This design comes from an exercise in tuning for small area on the open sky130 flow, not from production work.
Only simulation tests tie the RTL to the original design; equivalence was not proved.

[flow/config.mk]
export PLATFORM = sky130hd
export DESIGN_NAME = sys_ref_core
export DESIGN_NICKNAME = sys_ref_core
export VERILOG_FILES = /design/flow/design.v
export SDC_FILE = /design/flow/constraint.sdc
export NUM_CORES = 4
export LEC_CHECK = 0
export CAP_MARGIN = 20
export CORE_MARGIN = 2
export CORE_UTILIZATION = 40
export PLACE_DENSITY = 0.6
export SLEW_MARGIN = 20
[flow/constraint.sdc]
create_clock -name core_clock -period 30.0 [get_ports {CLK}]
set_input_delay 6.0000 -clock core_clock [delete_from_list [all_inputs] [get_ports {CLK}]]
set_output_delay 6.0000 -clock core_clock [all_outputs]
set_load 0.01 [all_outputs]
[flow/design.v]
module SYS_CTRL #( parameter ADDR_WIDTH = 4, DATA_WIDTH = 8) (
	input	wire							CLK,
	input	wire							RST,
	input	wire	[DATA_WIDTH-1:0]		UART_RX_DATA,   	 
	input	wire							UART_RX_Valid,		 
	input	wire							FIFO_FULL,
	output	reg		[DATA_WIDTH-1:0]		FIFO_WR_DATA,
	output	reg								FIFO_WR_INC,    
	input	wire	[DATA_WIDTH*2-1:0]		ALU_OUT,      
	input	wire							ALU_OUT_Valid, 
	output	reg								ALU_EN,  
	output	reg		[3:0]					ALU_FUN,     
	output	reg								CLKG_EN,    
	output	reg 							CLKDIV_EN,
	input	wire	[DATA_WIDTH-1:0]		Rd_Reg,       
	input	wire							Rd_Reg_Valid, 
	output	reg		[DATA_WIDTH-1:0]		Wr_Reg,   
	output	reg 	[ADDR_WIDTH-1:0]		Addr,  
	output	reg 							RdEn,  
	output	reg 							WrEn
	);
typedef enum bit [3:0] {
		IDLE        	= 4'b0000,
		RF_Wr_Addr 		= 4'b0001,
		RF_Wr_Data  	= 4'b0011,
		RF_Rd_Addr  	= 4'b0010,
		FIFO_WRITE_RF 	= 4'b0110,
		Operand_A   	= 4'b0111,
		Operand_B 		= 4'b0101,
		FUN_of_ALU  	= 4'b0100,
		ALU_Save_OUT    = 4'b1100,
		ALU_1st_Byte    = 4'b1101,
		ALU_2nd_Byte    = 4'b1111
} state;						
state 	current_state, next_state;
reg [ADDR_WIDTH-1:0] 	ADDR_REG; 
reg 					ADDR_REG_CHECK;   
reg [DATA_WIDTH*2-1:0]	ALU_OUT_REG;
reg 					ALU_OUT_REG_CHECK;   
always@(posedge CLK or negedge RST) 
 begin
	if (!RST) 
	 begin
	  current_state <= IDLE;		
	 end
	else 
	 begin
	  current_state <= next_state;
	 end
 end
always@(*)
 begin
 	next_state = IDLE;
 	WrEn        = 1'b0;
 	RdEn        = 1'b0;
 	CLKG_EN     = 1'b0;
 	CLKDIV_EN   = 1'b1;
 	ALU_EN      = 1'b0;
 	FIFO_WR_INC = 1'b0;
 	Addr          = 'b0;
 	Wr_Reg        = 'b0;
 	ALU_FUN       = 'b0;
 	FIFO_WR_DATA  = 'b0;
 	ALU_OUT_REG_CHECK = 1'b0;
 	ADDR_REG_CHECK    = 1'b0;
 	case (current_state)
 	 IDLE : begin
 	 		 if (UART_RX_Valid)
 	 		  begin
 	 		   case (UART_RX_DATA)
 	 		    'hAA : begin
 	 		  		    next_state = RF_Wr_Addr;
 	 		  		   end
 	 		    'hBB : begin
 	 		  		    next_state = RF_Rd_Addr; 
 	 		  		   end
 	 		    'hCC : begin
 	 		  		    next_state = Operand_A; 
 	 		  		   end
 	 		    'hDD : begin
 	 		  		    next_state = FUN_of_ALU; 
 	 		  		   end
 	 		  	default: begin
 	 		  			  next_state = IDLE;
 	 		  			 end
 	 		   endcase
 	 		  end
 	 		end
 	 RF_Wr_Addr : begin
 	 			   if (UART_RX_Valid)
 	 			    begin
 	 			     ADDR_REG_CHECK = 1'b1;
 	 			     next_state = RF_Wr_Data;
 	 			    end
 	 			   else
 	 			    begin
 	 			     ADDR_REG_CHECK = 1'b0;
 	 			     next_state = RF_Wr_Addr;
 	 			    end
 	 			  end
 	 RF_Wr_Data : begin
 	 			   if (UART_RX_Valid)
 	 			    begin
 	 			     WrEn = 1'b1;
 	 			     Addr = ADDR_REG;
 	 			     Wr_Reg = UART_RX_DATA;
 	 			     next_state = IDLE;	
 	 			    end
 	 			   else
 	 			    begin
 	 			     next_state = RF_Wr_Data;
 	 			    end
 	 			  end
 	 RF_Rd_Addr : begin
 	 			   if (UART_RX_Valid)
 	 			    begin
 	 			     RdEn = 1;
 	 			     Addr = UART_RX_DATA[ADDR_WIDTH-1:0];
 	 			     next_state = FIFO_WRITE_RF; 	 			     
 	 			    end
 	 			   else
 	 			    begin
 	 			     next_state = RF_Rd_Addr;
 	 			    end
 	 			  end
  	 FIFO_WRITE_RF : begin
 	 			   if (!FIFO_FULL)    
 	 			    begin
 	 			     FIFO_WR_DATA = Rd_Reg;
 	 			     FIFO_WR_INC = 1'b1;
 	 			     next_state = IDLE; 	 			     
 	 			    end
 	 			   else
 	 			    begin
 	 			     next_state = FIFO_WRITE_RF;
 	 			    end
 	 			  end
 	 Operand_A : begin
 	 			   if (UART_RX_Valid)
 	 			    begin
 	 			     WrEn = 1'b1;
 	 			     Addr = 'b0;
 	 			     Wr_Reg = UART_RX_DATA;
 	 			     next_state = Operand_B;	
 	 			    end
 	 			   else
 	 			    begin
 	 			     next_state = Operand_A;
 	 			    end
 	 			 end
 	 Operand_B : begin
 	 			   if (UART_RX_Valid)
 	 			    begin
 	 			     WrEn = 1'b1;
 	 			     Addr = 'b1;
 	 			     Wr_Reg = UART_RX_DATA;
 	 			     next_state = FUN_of_ALU;	
 	 			    end
 	 			   else
 	 			    begin
 	 			     next_state = Operand_B;
 	 			    end
 	 			 end
 	 FUN_of_ALU : begin
 	 			   CLKG_EN = 1'b1;
 	 			   if (UART_RX_Valid)
 	 			    begin
 	 			     ALU_EN = 1'b1;
 	 			     ALU_FUN = UART_RX_DATA[3:0];
 	 			     next_state = ALU_Save_OUT;
 	 			    end
 	 			   else
 	 			    begin
 	 			     next_state = FUN_of_ALU;
 	 			    end
 	 			 end
 	 ALU_Save_OUT : begin
	 	 			  CLKG_EN = 1'b1;
	 	 			  if (ALU_OUT_Valid)
	 	 			   begin
	 	 			    ALU_OUT_REG_CHECK = 1'b1;
	 	 			    next_state = ALU_1st_Byte;
	 	 			   end
	 	 			  else
	 	 			   begin
	 	 			   	ALU_OUT_REG_CHECK = 1'b0;
	 	 			    next_state = ALU_Save_OUT;
	 	 			   end
 	 			     end
 	 ALU_1st_Byte : begin
 	 				 CLKG_EN = 1'b1;
	 	 			 if (!FIFO_FULL)
	 	 			  begin
	 	 			   FIFO_WR_INC = 1'b1;
	 	 			   FIFO_WR_DATA = ALU_OUT_REG[DATA_WIDTH-1:0];
	 	 			   next_state = ALU_2nd_Byte;
	 	 			  end
	 	 			 else
	 	 			  begin
	 	 			   next_state = ALU_1st_Byte;
	 	 			  end
	 	 			end
 	 ALU_2nd_Byte : begin
 	 				 CLKG_EN = 1'b1;
	 	 			 if (!FIFO_FULL)
	 	 			  begin
	 	 			   FIFO_WR_INC = 1'b1;
	 	 			   FIFO_WR_DATA = ALU_OUT_REG[2*DATA_WIDTH-1:DATA_WIDTH];
	 	 			   next_state = IDLE;
	 	 			  end
	 	 			 else
	 	 			  begin
	 	 			   next_state = ALU_2nd_Byte;
	 	 			  end
	 	 			end
 	 default : begin
 	 			next_state = IDLE;
 	 		   end
 	endcase
 end
always@(posedge CLK or negedge RST)
 begin
 	if (!RST)
 	 begin
 	 	ADDR_REG <= 'b0;
 	 end
 	else if (ADDR_REG_CHECK)
 	 begin
 	 	ADDR_REG <= UART_RX_DATA[ADDR_WIDTH-1:0];
 	 end
 end
always@(posedge CLK or negedge RST)
 begin
 	if (!RST)
 	 begin
 	 	ALU_OUT_REG <= 'b0;
 	 end
 	else if (ALU_OUT_REG_CHECK)
 	 begin
 	 	ALU_OUT_REG <= ALU_OUT;
 	 end
 end
endmodule
module Register_File #( parameter ADDR_WIDTH = 4, DATA_WIDTH = 8, MEM_DEPTH = 16) (
	input	wire 	[DATA_WIDTH-1:0]		WrData,
	input	wire 	[ADDR_WIDTH-1:0]		Adresss,
	input 	wire 							WrEn,
	input	wire 							RdEn,
	input 	wire 							CLK,
	input 	wire 							RST,
	output 	reg 	[DATA_WIDTH-1:0]		RdData,
	output	reg 							RdData_Valid,
	output	wire 	[DATA_WIDTH-1:0]		REG0,
	output	wire 	[DATA_WIDTH-1:0]		REG1,
	output	wire 	[DATA_WIDTH-1:0]		REG2,
	output	wire 	[DATA_WIDTH-1:0]		REG3 
	);
reg [DATA_WIDTH-1:0] Memory [MEM_DEPTH-1:0];
integer i;
always@(posedge CLK or negedge RST)
 begin
 	if (!RST)
 	 begin
 	 	RdData <= 'b0;
 	 	RdData_Valid <= 1'b0;
 	 	for (i=0; i<MEM_DEPTH; i=i+1)
 	 	 begin
 	 	  if(i == 2)
 	 	  	Memory[i] <= 'b10000001;    
 	 	  else if (i == 3)
 	 	  	Memory[i] <= 'b00100000;      
 	 	  else
 	 	  	Memory[i] <= 'b0;
 	 	 end
 	 end
 	else
 	 begin
 	 	if (WrEn && !RdEn)
 	 	 begin
 	 	 	Memory[Adresss] <= WrData;
 	 	 end
 	 	else if (RdEn && !WrEn)
 	 	 begin
 	 	 	RdData <= Memory[Adresss];
 	 	 	RdData_Valid <= 1'b1;
 	 	 end
 	 	else
 	 	 begin
 	 	 	RdData_Valid <= 1'b0;
 	 	 end
 	 end
 end
assign REG0 = Memory[0];
assign REG1 = Memory[1];
assign REG2 = Memory[2];
assign REG3 = Memory[3];
 endmodule
module ALU_16B #( parameter OPER_WIDTH = 8, OUT_WIDTH = OPER_WIDTH*2) (
input		wire		[OPER_WIDTH-1:0]		A,
input		wire		[OPER_WIDTH-1:0]		B,
input		wire												EN,
input		wire		[3:0]								ALU_FUN,
input		wire												CLK,
input		wire												CLK_EN,    
input		wire												RST,
output	reg			[OUT_WIDTH-1:0]			ALU_OUT,
output	reg													OUT_VALID
	);
reg [OUT_WIDTH-1:0] ALU_OUT_Comb;
reg                 OUT_VALID_Comb;
always @(posedge CLK or negedge RST)
 begin
  if(!RST)
   begin
    ALU_OUT   <= 'b0;
    OUT_VALID <= 1'b0;	
   end
  else if (CLK_EN)
   begin  
    ALU_OUT   <= ALU_OUT_Comb;
    OUT_VALID <= OUT_VALID_Comb;
   end	
 end 
always@(*)
 begin
   OUT_VALID_Comb = 1'b0;
   ALU_OUT_Comb   = 'b0;
   if(EN)
    begin
     OUT_VALID_Comb = 1'b1;
		 case (ALU_FUN)
		 4'b0000 : begin
		 						ALU_OUT_Comb = A + B; 							 
		           end 
		4'b0001 : begin
		 						ALU_OUT_Comb = A - B;       				 
			      	end
		 4'b0010 : begin
								ALU_OUT_Comb = A * B;       				 
	   			  	 end
		 4'b0011 : begin
		 						ALU_OUT_Comb = (B == 8'b0) ? 16'b0 : A / B;       				 
		 	 	   		 end
		 4'b0100 : begin
								ALU_OUT_Comb = A & B;      				   
				   		 end
		 4'b0101 : begin
								ALU_OUT_Comb = A | B;       				 
			  	  	 end
		 4'b0110 : begin
								ALU_OUT_Comb = ~ (A & B);      			 
				   		 end
		 4'b0111 : begin
								ALU_OUT_Comb = ~ (A | B);      			 
			 	   		 end
		 4'b1000 : begin
								ALU_OUT_Comb = A ^ B;       				 
				   		 end
		 4'b1001 : begin
								ALU_OUT_Comb = ~(A ^ B);      			 
				   		 end
		 4'b1010 : begin
								if (A == B)             						 
								 begin
								  ALU_OUT_Comb = 'd1;
								 end
								else 
								 begin
								  ALU_OUT_Comb = 'd0;
								 end
				   		 end
		 4'b1011 : begin
								if (A > B)              						 
								 begin
								  ALU_OUT_Comb = 'd2;
								 end
								else
								 begin
								  ALU_OUT_Comb = 'd0;
								 end
				   		 end
		 4'b1100 : begin
						    if (A < B)              						 
							   begin
							    ALU_OUT_Comb = 'd3;
							   end
							  else
							   begin
							    ALU_OUT_Comb = 'd0;
							   end
				   	   end
		 4'b1101 : begin
						    ALU_OUT_Comb = A >> 1;      				 
						   end
		 4'b1110 : begin
								ALU_OUT_Comb = A << 1;     			 		 
						   end
		 default : begin
								ALU_OUT_Comb = 'b0;
							 end
		 endcase
		end
   else 
    begin
   	 OUT_VALID_Comb = 1'b0;
    end
 end
endmodule
module sys_ref_core #(parameter DATA_WIDTH = 8, ADDR_WIDTH = 4)
(
 input   wire                      CLK,
 input   wire                      RST,             
 input   wire  [DATA_WIDTH-1:0]    UART_RX_DATA,
 input   wire                      UART_RX_Valid,
 input   wire                      FIFO_FULL,
 output  wire  [DATA_WIDTH-1:0]    FIFO_WR_DATA,
 output  wire                      FIFO_WR_INC,
 output  wire  [DATA_WIDTH-1:0]    UART_Config,
 output  wire  [DATA_WIDTH-1:0]    Div_Ratio,
 output  wire                      CLKDIV_EN
);
wire                      WrEn;
wire                      RdEn;
wire  [ADDR_WIDTH-1:0]    Addr;
wire  [DATA_WIDTH-1:0]    Wr_Reg;
wire  [DATA_WIDTH-1:0]    Rd_Reg;
wire                      Rd_Reg_Valid;
wire  [DATA_WIDTH-1:0]    Operand_A;
wire  [DATA_WIDTH-1:0]    Operand_B;
wire  [3:0]               ALU_FUN;
wire                      ALU_EN;
wire                      CLKG_EN;
wire  [DATA_WIDTH*2-1:0]  ALU_OUT;
wire                      ALU_OUT_Valid;
SYS_CTRL U0_SYS_CTRL (
	.CLK(CLK),
	.RST(RST),
	.UART_RX_DATA(UART_RX_DATA),
	.UART_RX_Valid(UART_RX_Valid),
	.FIFO_FULL(FIFO_FULL),
	.FIFO_WR_DATA(FIFO_WR_DATA),
	.FIFO_WR_INC(FIFO_WR_INC),
	.ALU_OUT(ALU_OUT),
	.ALU_OUT_Valid(ALU_OUT_Valid),
	.ALU_EN(ALU_EN),
	.ALU_FUN(ALU_FUN),
	.CLKG_EN(CLKG_EN),
	.CLKDIV_EN(CLKDIV_EN),
	.Rd_Reg(Rd_Reg),
	.Rd_Reg_Valid(Rd_Reg_Valid),
	.Wr_Reg(Wr_Reg),
	.Addr(Addr),
	.RdEn(RdEn),
	.WrEn(WrEn)
	);
Register_File U0_Register_File (
	.WrData(Wr_Reg),
	.Adresss(Addr),
	.WrEn(WrEn),
	.RdEn(RdEn),
	.CLK(CLK),
	.RST(RST),
	.RdData(Rd_Reg),
	.RdData_Valid(Rd_Reg_Valid),
	.REG0(Operand_A),
	.REG1(Operand_B),
	.REG2(UART_Config),
	.REG3(Div_Ratio)
	);
ALU_16B U0_ALU_16B (
	.A(Operand_A),
	.B(Operand_B),
	.EN(ALU_EN),
	.ALU_FUN(ALU_FUN),
	.CLK(CLK),
	.CLK_EN(CLKG_EN),
	.RST(RST),
	.ALU_OUT(ALU_OUT),
	.OUT_VALID(ALU_OUT_Valid)
	);
endmodule
[flow/run.sh]
#!/bin/bash
# synth_recipe.tcl (not shown) runs the flow's synth.tcl, then flattens the netlist and writes it again
# the make line also repeats each setting of config.mk as NAME=value (left out here)
make -C /OpenROAD-flow-scripts/flow DESIGN_CONFIG=/design/flow/config.mk WORK_HOME=/design/flow/orfs CLKGATE_MAP_FILE= SYNTH_SCRIPT=/design/flow/synth_recipe.tcl finish
==> results by group <==
Status
  – Run status: finished clean

Logic synthesis
  – Post-Syn Area: 16600 sq um
  – Post-Syn Area per Cell: 8.27 sq um
  – Yosys Warn Count: 4
  – Seq/Total Area, Yosys: between 20% and 30%
  – FFs w/ async S/R, synth: 100%
  – Share of the synthesized area in the top cell type: 26.3%
  – Ys flop type: dfrtp_1
  – Top cells by area, synth: dfrtp_1 (26%), ha_1 (12%), o21ai_0 (6.7%), nand2_1 (6.3%), fa_1 (4.6%)
  – Synth area leader: dfrtp_1
  – Number of synthesized register bits: between 150 and 200
  – Cell variety after synth: slightly above 100
  – Mapped Cells: 2002
  – Post-synth EDFFs: 0

Finish
  – Final nets: 2216
  – Final instance count without filler cells: 2548
  – Most common cell after layout, fill and taps aside: nand2_1
  – Area grow syn2layout: 9.68%
  – Layout cell share with drive strength beyond 1: 8.63%
  – Most frequent cells in the layout: nand2_1 (277), o21ai_0 (223), dfrtp_1 (171)
  – Post-route cell area: 18200 sq um
  – Ant diodes: 0
  – Post-layout util: 44.5%

Placed design
  – Cells after DPL: 2515
  – Number of I/O port buffers: 36
  – Detailed Place HPWL: roughly 37000 um
  – Post-place setup slack: 1.05 ns
  – Post-placement cell area: 17500 sq um
  – GP Congestion: 0.936

Flow run
  – Max Cap Violations: 0

Clocking
  – H-tree Lvls: 4
  – Longest Clk Path Bufs: 2
  – Clk slew on worst S/H paths: 0.07 ns
  – CTS buffer count: 17
  – Worst-Skew Late Latency: 0.44 ns
  – CTS Sinks: 177
  – CTS tree: built
  – CTS root buf: clkbuf_16

Worst setup path
  – Reg-to-Reg Start: U0_Register_File.Memory[1][2]
  – Worst flop-to-flop path endpoint: U0_ALU_16B.ALU_OUT[0]
  – WS Path Type: flop to flop
  – Data arrival time of the worst path: 28.16 ns
  – FF-to-FF path depth: 130
  – Worst path slowest cell: dfrtp_2
  – Flop2flop setup slack: 2.15 ns
  – CP max stage delay: 0.49 ns
  – CP Capture Type: flop
  – WP data required: 30.31 ns
  – CP endpoint: U0_ALU_16B.ALU_OUT[0]
  – Worst setup path start: U0_Register_File.Memory[1][2]
  – Most common cell on crit path: o21a_1
  – Crit path launch type: flop
  – Worst-path maximum fanout: 21

STA
  – Max_slew headroom: 37.5%
  – Fmax: ~36 MHz
  – Fin crit share: 92.8%
  – Worst slew pin tran: 0.913 ns
  – Min cycle time layout: 27.85 ns
  – Final Max Tran Viols: 0
  – Setup ws final: about 2.1 ns
  – Final Hold Viols: 0
  – Layout Skew: 0.00822 ns
  – Final setup viols: 0

Die
  – Rows: 74
  – Horiz. Die Dim: 207 um
  – Core area: 40800 sq um
  – I/O pin count: 38
  – Starting Density: 40.6%
  – Die H: 207 um
  – Die Footprint: approximately 43000 sq um

Global routing
  – Vias in the first global route: around 15000
  – Total congestion overflow: 0
  – Antenna violations before repair: 0
  – First-pass GRT wire length: ~80000 um
  – All-Layer GR Usage: approximately a quarter
  – Largest net degree at the start of global routing: 97

Route
  – Starting DRT DRC Count: ~1400
  – DR pass1 iterations: 9
  – Via/cell ratio: 5.91
  – Routed WL: between 50000 and 60000 um
  – DR WL/cell: 19.8 um
  – DR vias: ~15000
  – DRC: 0
  – Detail Route Antenna Nets: 0

Hold path
  – HP Class: flop to flop
per-layer routing:
metal / GRT usage, % / up-vias / share of wire [%]
met1: 31.6 / 7342 / 45
met5: 0 / - / 0
met3: 3.25 / 98 / 4.6
met2: 38.2 / 432 / 47
li1: - / 7182 / -
met4: 7.91 / 0 / 3.4
critical path: cells and delay by family, from the launching register on:
kind | cells | cell delay [ns]
adders and majority gates | 14 | 4.26
buffers and inverters | 4 | 0.68
AOI/OAI and AO/OA | 69 | 13.76
and+or+nand+nor | 36 | 6.37
DFF | 1 | 0.49
muxes | 7 | 2.13
Yosys cell counts (all sizes together), types with 16 or more instances:
master	number
ha	162
o31ai	19
buf	19
xor2	22
dfrtp	174
nand2b	17
nor2	170
nor3	62
nand2	278
inv	112
mux2	53
a21o	18
clkbuf	70
o21a	46
a211oi	16
nand3	45
mux2i	36
fa	38
xnor2	34
a21oi	113
o21ai	233
o211ai	21
kinds of logic (layout without fill, tap and decap cells):
logic type | Yosys count | in the layout | share of synthesized area (%)
compound gates | 600 | 600 | 23.2
xor+xnor | 56 | 56 | 3.01
fa+ha+maj | 201 | 201 | 16.9
buf+inv | 202 | 209 | 4.83
flops | 177 | 177 | 26.8
mux | 99 | 99 | 7.26
other cells | 2 | 9 | 0.0454
simple gates | 665 | 665 | 18.0
worst min-delay path by stage:
stage                                   startpoint                              to  slack, ns  depth (start not counted)
floorplan                    U0_ALU_16B.ALU_OUT[2]           U0_ALU_16B.ALU_OUT[2]       0.44                          2
global placement    U0_Register_File.Memory[13][0]  U0_Register_File.Memory[13][0]       0.46                          2
detailed placement  U0_Register_File.Memory[15][7]  U0_Register_File.Memory[15][7]       0.47                          2
CTS                 U0_Register_File.Memory[15][7]  U0_Register_File.Memory[15][7]       0.49                          2
global route         U0_Register_File.Memory[7][0]   U0_Register_File.Memory[7][0]       0.50                          2
finish               U0_Register_File.Memory[9][6]   U0_Register_File.Memory[9][6]       0.48                          2
stage by stage:
stage | hold slack [ns] | setup TNS [ns]
after CTS | 0.485 | 0
after floorplan | 0.444 | 0
after global placement | 0.456 | 0
after detailed placement | 0.468 | 0
final | 0.481 | 0
after global routing | 0.499 | -0.102
registers in the layout, summed over array words and instances, names as in the netlist:
| register | flops |
|---|---|
| U0_ALU_16B.OUT_VALID | 1 |
| U0_SYS_CTRL.ADDR_REG | 4 |
| U0_Register_File.Memory | 128 |
| U0_ALU_16B.ALU_OUT | 16 |
| U0_SYS_CTRL.current_state | 4 |
| U0_SYS_CTRL.ALU_OUT_REG | 16 |
| U0_Register_File.RdData | 8 |
area by class of cell:
| type | count | area, sq um |
|---|---|---|
| fill | 3984 | 22700 |
| timing repair buffer | 65 | 593 |
| inverter | 113 | 424 |
| clock inverter | 12 | 170 |
| clock buffer | 19 | 443 |
| tap | 532 | 666 |
| multi-input combinational | 1630 | 11400 |
| sequential | 177 | 4440 |
timing repair:
item                       in CTS  in global routing
hold buffers                    0                  0
resized for setup               0                 14
setup endpoints to repair       0                  1
buffers inserted                0                  2

afterwards: timing with drivers on the ports:
No port has a modelled driver above. Below, the same layout with a new extraction and two added sets of constraints. Step 1 (the two cells are an assumption about what drives the block):
set clk [get_ports {CLK}]
set_driving_cell -lib_cell sky130_fd_sc_hd__clkbuf_16 $clk
set_driving_cell -lib_cell sky130_fd_sc_hd__buf_2 [delete_from_list [all_inputs] $clk]
Step 2, shift: input delay + t, output delay - t, t = (earliest + latest rising clock arrival at the registers) / 2. This alone moves slack from input paths to output paths. Slacks: no drivers / after step 1 / after step 2; pairs: no drivers / after step 1.
shift t [ns]: 0.478
setup slack, ns: 2.148 / 2.148 / 2.148
worst setup path after step 2: register to register
worst slew at a driven data input, ns: 0.04
After both steps this run still meets setup and hold. The setup slack of this run moves by 0.000 ns with the drivers and by 0.000 ns with both steps.
